Source: an optimization exercise on an open RTL-to-GDS flow (aim: small area). Production flows keep margins and buffers that such runs may drop. Only simulation tests tie the RTL to the original design; equivalence was not proved. Power is estimated from default activity; no workload was simulated.

==> 09-21 <==
==> flow/design.v <==
module UIController (
  input wire         Clock,
  input wire         Reset_n,
  input  wire [6:0]  REG,
  input  wire [9:0]  VALUE_D,
  output reg  [9:0]  VALUE_Q,
  input  wire        SET,
  input  wire        CLR,
  input  wire        INC,
  input  wire        DEC,
  output wire [8:0]  DISP_VMRK1,
  output wire [8:0]  DISP_VMRK2,
  output wire [8:0]  DISP_HMRK1,
  output wire [8:0]  DISP_HMRK2,
  output wire [1:0]  INPUT_SELECT,
  output wire [0:0]  ADC1_TDIV,
  output wire [1:0]  ADC1_VDIV,
  output wire [7:0]  ADC1_VSHIFT,
  output wire [13:0] ADC1_TRG_LVL,
  output wire [2:0]  ADC1_TRG_MODE,
  output wire [0:0]  ADC2_TDIV,
  output wire [1:0]  ADC2_VDIV,
  output wire [7:0]  ADC2_VSHIFT,
  output wire [13:0] ADC2_TRG_LVL,
  output wire [2:0]  ADC2_TRG_MODE,
  output wire [0:0]  DIG1_TDIV,
  output wire [7:0]  DIG1_VSHIFT,
  output wire [9:0]  DIG1_PAT,
  output wire [9:0]  DIG1_PDCC,
  output reg         DIG1_CFG,
  output wire [0:0]  DIG1_TRG_LVL,
  output wire [2:0]  DIG1_TRG_MODE,
  output wire [0:0]  DIG2_TDIV,
  output wire [7:0]  DIG2_VSHIFT,
  output wire [9:0]  DIG2_PAT,
  output wire [9:0]  DIG2_PDCC,
  output reg         DIG2_CFG,
  output wire [0:0]  DIG2_TRG_LVL,
  output wire [2:0]  DIG2_TRG_MODE,
  output wire [0:0]  DIG3_TDIV,
  output wire [7:0]  DIG3_VSHIFT,
  output wire [9:0]  DIG3_PAT,
  output wire [9:0]  DIG3_PDCC,
  output reg         DIG3_CFG,
  output wire [0:0]  DIG3_TRG_LVL,
  output wire [2:0]  DIG3_TRG_MODE,
  output wire [0:0]  DIG4_TDIV,
  output wire [7:0]  DIG4_VSHIFT,
  output wire [9:0]  DIG4_PAT,
  output wire [9:0]  DIG4_PDCC,
  output reg         DIG4_CFG,
  output wire [0:0]  DIG4_TRG_LVL,
  output wire [2:0]  DIG4_TRG_MODE
);
  reg INC_q, DEC_q;
  wire INC_p = INC_q & ~INC;
  wire DEC_p = DEC_q & ~DEC;
  wire step  = INC_p | DEC_p;
  reg [8:0] DISP_VMRK1_q;
  reg [8:0] DISP_VMRK2_q;
  reg [8:0] DISP_HMRK1_q;
  reg [8:0] DISP_HMRK2_q;
  reg [1:0] INPUT_SELECT_q;
  reg [0:0] ADC1_TDIV_q;
  reg [1:0] ADC1_VDIV_q;
  reg [7:0] ADC1_VSHIFT_q;
  reg [9:0] ADC1_TRG_LVL_q;
  reg [2:0] ADC1_TRG_MODE_q;
  reg [0:0] ADC2_TDIV_q;
  reg [1:0] ADC2_VDIV_q;
  reg [7:0] ADC2_VSHIFT_q;
  reg [9:0] ADC2_TRG_LVL_q;
  reg [2:0] ADC2_TRG_MODE_q;
  reg [0:0] DIG1_TDIV_q;
  reg [7:0] DIG1_VSHIFT_q;
  reg [9:0] DIG1_PAT_q;
  reg [9:0] DIG1_PDCC_q;
  reg [0:0] DIG1_TRG_LVL_q;
  reg [2:0] DIG1_TRG_MODE_q;
  reg [0:0] DIG2_TDIV_q;
  reg [7:0] DIG2_VSHIFT_q;
  reg [9:0] DIG2_PAT_q;
  reg [9:0] DIG2_PDCC_q;
  reg [0:0] DIG2_TRG_LVL_q;
  reg [2:0] DIG2_TRG_MODE_q;
  reg [0:0] DIG3_TDIV_q;
  reg [7:0] DIG3_VSHIFT_q;
  reg [9:0] DIG3_PAT_q;
  reg [9:0] DIG3_PDCC_q;
  reg [0:0] DIG3_TRG_LVL_q;
  reg [2:0] DIG3_TRG_MODE_q;
  reg [0:0] DIG4_TDIV_q;
  reg [7:0] DIG4_VSHIFT_q;
  reg [9:0] DIG4_PAT_q;
  reg [9:0] DIG4_PDCC_q;
  reg [0:0] DIG4_TRG_LVL_q;
  reg [2:0] DIG4_TRG_MODE_q;
  assign DISP_VMRK1 = DISP_VMRK1_q;
  assign DISP_VMRK2 = DISP_VMRK2_q;
  assign DISP_HMRK1 = DISP_HMRK1_q;
  assign DISP_HMRK2 = DISP_HMRK2_q;
  assign INPUT_SELECT = INPUT_SELECT_q;
  assign ADC1_TDIV = ADC1_TDIV_q;
  assign ADC1_VDIV = ADC1_VDIV_q;
  assign ADC1_VSHIFT = ADC1_VSHIFT_q;
  assign ADC1_TRG_LVL = { ADC1_TRG_LVL_q, 4'hF };
  assign ADC1_TRG_MODE = ADC1_TRG_MODE_q;
  assign ADC2_TDIV = ADC2_TDIV_q;
  assign ADC2_VDIV = ADC2_VDIV_q;
  assign ADC2_VSHIFT = ADC2_VSHIFT_q;
  assign ADC2_TRG_LVL = { ADC2_TRG_LVL_q, 4'hF };
  assign ADC2_TRG_MODE = ADC2_TRG_MODE_q;
  assign DIG1_TDIV = DIG1_TDIV_q;
  assign DIG1_VSHIFT = DIG1_VSHIFT_q;
  assign DIG1_PAT = DIG1_PAT_q;
  assign DIG1_PDCC = DIG1_PDCC_q;
  assign DIG1_TRG_LVL = DIG1_TRG_LVL_q;
  assign DIG1_TRG_MODE = DIG1_TRG_MODE_q;
  assign DIG2_TDIV = DIG2_TDIV_q;
  assign DIG2_VSHIFT = DIG2_VSHIFT_q;
  assign DIG2_PAT = DIG2_PAT_q;
  assign DIG2_PDCC = DIG2_PDCC_q;
  assign DIG2_TRG_LVL = DIG2_TRG_LVL_q;
  assign DIG2_TRG_MODE = DIG2_TRG_MODE_q;
  assign DIG3_TDIV = DIG3_TDIV_q;
  assign DIG3_VSHIFT = DIG3_VSHIFT_q;
  assign DIG3_PAT = DIG3_PAT_q;
  assign DIG3_PDCC = DIG3_PDCC_q;
  assign DIG3_TRG_LVL = DIG3_TRG_LVL_q;
  assign DIG3_TRG_MODE = DIG3_TRG_MODE_q;
  assign DIG4_TDIV = DIG4_TDIV_q;
  assign DIG4_VSHIFT = DIG4_VSHIFT_q;
  assign DIG4_PAT = DIG4_PAT_q;
  assign DIG4_PDCC = DIG4_PDCC_q;
  assign DIG4_TRG_LVL = DIG4_TRG_LVL_q;
  assign DIG4_TRG_MODE = DIG4_TRG_MODE_q;
  reg [9:0] rd;
  reg       is_diff, lvl;
  reg [8:0] sub;
  always @(*) begin
    rd = 10'd0;
    is_diff = 1'b0;
    lvl = 1'b0;
    sub = 9'd0;
    case (REG)
      7'd1: rd = DISP_VMRK1_q;
      7'd2: rd = DISP_VMRK2_q;
      7'd4: rd = DISP_HMRK1_q;
      7'd5: rd = DISP_HMRK2_q;
      7'd7: rd = INPUT_SELECT_q;
      7'd8: rd = ADC1_TDIV_q;
      7'd9: rd = ADC1_VDIV_q;
      7'd10: rd = ADC1_VSHIFT_q;
      7'd11: begin rd = ADC1_TRG_LVL_q; lvl = 1'b1; end
      7'd12: rd = ADC1_TRG_MODE_q;
      7'd13: rd = ADC2_TDIV_q;
      7'd14: rd = ADC2_VDIV_q;
      7'd15: rd = ADC2_VSHIFT_q;
      7'd16: begin rd = ADC2_TRG_LVL_q; lvl = 1'b1; end
      7'd17: rd = ADC2_TRG_MODE_q;
      7'd18: rd = DIG1_TDIV_q;
      7'd19: rd = DIG1_VSHIFT_q;
      7'd20: rd = DIG1_PAT_q;
      7'd21: rd = DIG1_PDCC_q;
      7'd22: rd = DIG1_TRG_LVL_q;
      7'd23: rd = DIG1_TRG_MODE_q;
      7'd24: rd = DIG2_TDIV_q;
      7'd25: rd = DIG2_VSHIFT_q;
      7'd26: rd = DIG2_PAT_q;
      7'd27: rd = DIG2_PDCC_q;
      7'd28: rd = DIG2_TRG_LVL_q;
      7'd29: rd = DIG2_TRG_MODE_q;
      7'd30: rd = DIG3_TDIV_q;
      7'd31: rd = DIG3_VSHIFT_q;
      7'd32: rd = DIG3_PAT_q;
      7'd33: rd = DIG3_PDCC_q;
      7'd34: rd = DIG3_TRG_LVL_q;
      7'd35: rd = DIG3_TRG_MODE_q;
      7'd36: rd = DIG4_TDIV_q;
      7'd37: rd = DIG4_VSHIFT_q;
      7'd38: rd = DIG4_PAT_q;
      7'd39: rd = DIG4_PDCC_q;
      7'd40: rd = DIG4_TRG_LVL_q;
      7'd41: rd = DIG4_TRG_MODE_q;
      7'd3: begin rd = DISP_VMRK2_q; sub = DISP_VMRK1_q; is_diff = 1'b1; end
      7'd6: begin rd = DISP_HMRK2_q; sub = DISP_HMRK1_q; is_diff = 1'b1; end
      default: ;
    endcase
  end
  wire [9:0] kk  = is_diff ? {1'b1, ~sub} : (DEC_p ? ~{8'd0, lvl, 1'b1} : {8'd0, lvl, 1'b1});
  wire [9:0] sum = rd + kk + {9'd0, is_diff | DEC_p};
  always @(*) begin
    VALUE_Q = rd;
    if (is_diff) VALUE_Q[8:0] = sum[8:0];
  end
  wire [9:0] wd0 = step ? sum : (CLR ? 10'd0   : VALUE_D);
  wire [9:0] wd1 = step ? sum : (CLR ? 10'd120 : VALUE_D);
  wire       wr  = SET | CLR | step;
  always @(*) begin
    DIG1_CFG = (SET | CLR) & ((REG == 7'd20) | (REG == 7'd21));
    DIG2_CFG = (SET | CLR) & ((REG == 7'd26) | (REG == 7'd27));
    DIG3_CFG = (SET | CLR) & ((REG == 7'd32) | (REG == 7'd33));
    DIG4_CFG = (SET | CLR) & ((REG == 7'd38) | (REG == 7'd39));
  end
  always @(posedge Clock or negedge Reset_n) begin
    if (Reset_n == 1'b0) begin
      INC_q <= 1'b0;
      DEC_q <= 1'b0;
      DISP_VMRK1_q <= 9'd0;
      DISP_VMRK2_q <= 9'd0;
      DISP_HMRK1_q <= 9'd0;
      DISP_HMRK2_q <= 9'd0;
      INPUT_SELECT_q <= 2'd0;
      ADC1_TDIV_q <= 1'd0;
      ADC1_VDIV_q <= 2'd0;
      ADC1_VSHIFT_q <= 8'd120;
      ADC1_TRG_LVL_q <= 10'd0;
      ADC1_TRG_MODE_q <= 3'd0;
      ADC2_TDIV_q <= 1'd0;
      ADC2_VDIV_q <= 2'd0;
      ADC2_VSHIFT_q <= 8'd120;
      ADC2_TRG_LVL_q <= 10'd0;
      ADC2_TRG_MODE_q <= 3'd0;
      DIG1_TDIV_q <= 1'd0;
      DIG1_VSHIFT_q <= 8'd120;
      DIG1_PAT_q <= 10'd0;
      DIG1_PDCC_q <= 10'd0;
      DIG1_TRG_LVL_q <= 1'd0;
      DIG1_TRG_MODE_q <= 3'd0;
      DIG2_TDIV_q <= 1'd0;
      DIG2_VSHIFT_q <= 8'd120;
      DIG2_PAT_q <= 10'd0;
      DIG2_PDCC_q <= 10'd0;
      DIG2_TRG_LVL_q <= 1'd0;
      DIG2_TRG_MODE_q <= 3'd0;
      DIG3_TDIV_q <= 1'd0;
      DIG3_VSHIFT_q <= 8'd120;
      DIG3_PAT_q <= 10'd0;
      DIG3_PDCC_q <= 10'd0;
      DIG3_TRG_LVL_q <= 1'd0;
      DIG3_TRG_MODE_q <= 3'd0;
      DIG4_TDIV_q <= 1'd0;
      DIG4_VSHIFT_q <= 8'd120;
      DIG4_PAT_q <= 10'd0;
      DIG4_PDCC_q <= 10'd0;
      DIG4_TRG_LVL_q <= 1'd0;
      DIG4_TRG_MODE_q <= 3'd0;
    end else begin
      INC_q <= INC;
      DEC_q <= DEC;
      if (wr && REG == 7'd1) DISP_VMRK1_q <= wd0[8:0];
      if (wr && REG == 7'd2) DISP_VMRK2_q <= wd0[8:0];
      if (wr && REG == 7'd4) DISP_HMRK1_q <= wd0[8:0];
      if (wr && REG == 7'd5) DISP_HMRK2_q <= wd0[8:0];
      if (wr && REG == 7'd7) INPUT_SELECT_q <= wd0[1:0];
      if (wr && REG == 7'd8) ADC1_TDIV_q <= wd0[0:0];
      if (wr && REG == 7'd9) ADC1_VDIV_q <= wd0[1:0];
      if (wr && REG == 7'd10) ADC1_VSHIFT_q <= wd1[7:0];
      if (wr && REG == 7'd11) ADC1_TRG_LVL_q <= wd0[9:0];
      if (wr && REG == 7'd12) ADC1_TRG_MODE_q <= wd0[2:0];
      if (wr && REG == 7'd13) ADC2_TDIV_q <= wd0[0:0];
      if (wr && REG == 7'd14) ADC2_VDIV_q <= wd0[1:0];
      if (wr && REG == 7'd15) ADC2_VSHIFT_q <= wd1[7:0];
      if (wr && REG == 7'd16) ADC2_TRG_LVL_q <= wd0[9:0];
      if (wr && REG == 7'd17) ADC2_TRG_MODE_q <= wd0[2:0];
      if (wr && REG == 7'd18) DIG1_TDIV_q <= wd0[0:0];
      if (wr && REG == 7'd19) DIG1_VSHIFT_q <= wd1[7:0];
      if (wr && REG == 7'd20) DIG1_PAT_q <= wd0[9:0];
      if (wr && REG == 7'd21) DIG1_PDCC_q <= wd0[9:0];
      if (wr && REG == 7'd22) DIG1_TRG_LVL_q <= wd0[0:0];
      if (wr && REG == 7'd23) DIG1_TRG_MODE_q <= wd0[2:0];
      if (wr && REG == 7'd24) DIG2_TDIV_q <= wd0[0:0];
      if (wr && REG == 7'd25) DIG2_VSHIFT_q <= wd1[7:0];
      if (wr && REG == 7'd26) DIG2_PAT_q <= wd0[9:0];
      if (wr && REG == 7'd27) DIG2_PDCC_q <= wd0[9:0];
      if (wr && REG == 7'd28) DIG2_TRG_LVL_q <= wd0[0:0];
      if (wr && REG == 7'd29) DIG2_TRG_MODE_q <= wd0[2:0];
      if (wr && REG == 7'd30) DIG3_TDIV_q <= wd0[0:0];
      if (wr && REG == 7'd31) DIG3_VSHIFT_q <= wd1[7:0];
      if (wr && REG == 7'd32) DIG3_PAT_q <= wd0[9:0];
      if (wr && REG == 7'd33) DIG3_PDCC_q <= wd0[9:0];
      if (wr && REG == 7'd34) DIG3_TRG_LVL_q <= wd0[0:0];
      if (wr && REG == 7'd35) DIG3_TRG_MODE_q <= wd0[2:0];
      if (wr && REG == 7'd36) DIG4_TDIV_q <= wd0[0:0];
      if (wr && REG == 7'd37) DIG4_VSHIFT_q <= wd1[7:0];
      if (wr && REG == 7'd38) DIG4_PAT_q <= wd0[9:0];
      if (wr && REG == 7'd39) DIG4_PDCC_q <= wd0[9:0];
      if (wr && REG == 7'd40) DIG4_TRG_LVL_q <= wd0[0:0];
      if (wr && REG == 7'd41) DIG4_TRG_MODE_q <= wd0[2:0];
    end
  end
endmodule
==> flow/run.sh <==
#!/bin/bash
# synth_recipe.tcl (not shown) runs the flow's synth.tcl, then flattens the netlist and writes it again
# the make line also repeats each setting of config.mk as NAME=value (left out here)
make -C /OpenROAD-flow-scripts/flow DESIGN_CONFIG=/design/flow/config.mk WORK_HOME=/design/flow/orfs CLKGATE_MAP_FILE= SYNTH_SCRIPT=/design/flow/synth_recipe.tcl finish
==> flow/config.mk <==
export PLATFORM = sky130hd
export DESIGN_NAME = UIController
export DESIGN_NICKNAME = UIController
export VERILOG_FILES = /design/flow/design.v
export SDC_FILE = /design/flow/constraint.sdc
export NUM_CORES = 4
export LEC_CHECK = 0
export CAP_MARGIN = 20
export CORE_MARGIN = 2
export CORE_UTILIZATION = 40
export PLACE_DENSITY = 0.6
export SLEW_MARGIN = 20
==> flow/constraint.sdc <==
create_clock -name core_clock -period 10.0 [get_ports {Clock}]
set_input_delay 2.0000 -clock core_clock [delete_from_list [all_inputs] [get_ports {Clock}]]
set_output_delay 2.0000 -clock core_clock [all_outputs]
set_load 0.01 [all_outputs]
==> inputs of 01-13, as changes to 09-21 <==
==> flow/flow/run.sh (new file) <==
#!/bin/bash
# Standard layout, with the port buffers made from the smallest buffer.
set -euo pipefail
export BUFFER_PORTS_ARGS="-buffer_cell sky130_fd_sc_hd__buf_1"
bash standard.sh finish > standard.log 2>&1
==> flow/standard.sh (new file) <==
#!/bin/bash
# synth_recipe.tcl (not shown) runs the flow's synth.tcl, then flattens the netlist and writes it again
# the make line also repeats each setting of config.mk as NAME=value (left out here)
make -C /OpenROAD-flow-scripts/flow DESIGN_CONFIG=/design/flow/config.mk WORK_HOME=/design/flow/orfs CLKGATE_MAP_FILE= SYNTH_SCRIPT=/design/flow/synth_recipe.tcl "${@:-finish}"
- CORE_UTILIZATION: 40 -> 60
- CTS_BUF_LIST: default -> sky130_fd_sc_hd__clkbuf_4
- PLACE_DENSITY: 0.6 -> 0.7
removed: flow/run.sh
==> qor.csv <==
stage,metric,value,unit
status,status,timing/DRC/antenna clean,
power,pg_clk,994,uW
worst_hold_path,hold_start,DIG3_VSHIFT_q[6]$_DFFE_PN1P_,
final_layout,layout_common_cells,"251 x clkdlybuf4s50_1, 196 x dfrtp_1, 178 x nand2_1",
final_layout,num_antenna_cells,0,
final_layout,multi_input_area,0.005116,sq mm
global_route,grt_first_pass_wirelength,74150,um
final_layout,sh_seq_area,37.21,%
timing,worst_slack,0.5589,ns
power,p_comb,674,uW
(the above is from 09-21)
==> qor.csv <==
stage,metric,value,unit
status,status,timing/DRC/antenna clean,
final_layout,sh_seq_area,42.85,%
worst_hold_path,whs_endpoint,DIG1_VSHIFT_q[6]$_DFFE_PN1P_,
floorplan,num_rows,49,
power,p_comb,497,uW
global_route,grt_first_pass_wirelength,64850,um
worst_hold_path,hold_start,DIG1_VSHIFT_q[6]$_DFFE_PN1P_,
final_layout,layout_common_cells,"251 x buf_1, 196 x dfrtp_1, 178 x nand2_1",
power,pg_clk,799,uW
final_layout,multi_input_area,0.005097,sq mm
synthesis,synth_top_family_by_area,compound AO/OA/AOI/OAI gates,
final_layout,num_antenna_cells,4,
floorplan,ioPinCount,263,
timing,worst_slack,1.208,ns
(the above is from 01-13)

==> afterwards: timing with drivers on the ports <==
Ports are ideal in the flow. The routed layouts listed here were re-timed in OpenROAD. Step 1 (the two cells are an assumption about what drives the block):
set clk [get_ports {Clock}]
set_driving_cell -lib_cell sky130_fd_sc_hd__clkbuf_16 $clk
set_driving_cell -lib_cell sky130_fd_sc_hd__buf_2 [delete_from_list [all_inputs] $clk]
Step 2 times the ports against the registers' clock, not the clock port: input delays grow and output delays shrink by t, the midpoint of the rising clock arrivals with the driver on. Three values: ideal, step 1, step 2; two values: the first two.
run	shift t [ns]	setup slack, ns	worst setup path after step 2	latest minus earliest clock arrival (ns)	worst slew at a driven data input, ns
09-21	0.583	0.559 / 0.520 / 0.520	input to output	0.013 / 0.013	0.06
01-13	0.742	1.208 / 1.187 / 1.187	input to output	0.052 / 0.053	0.04
After both steps setup and hold are still met in every run listed. The setup slack of 09-21, which loses most, moves by -0.039 ns with the drivers and by -0.039 ns with both steps.
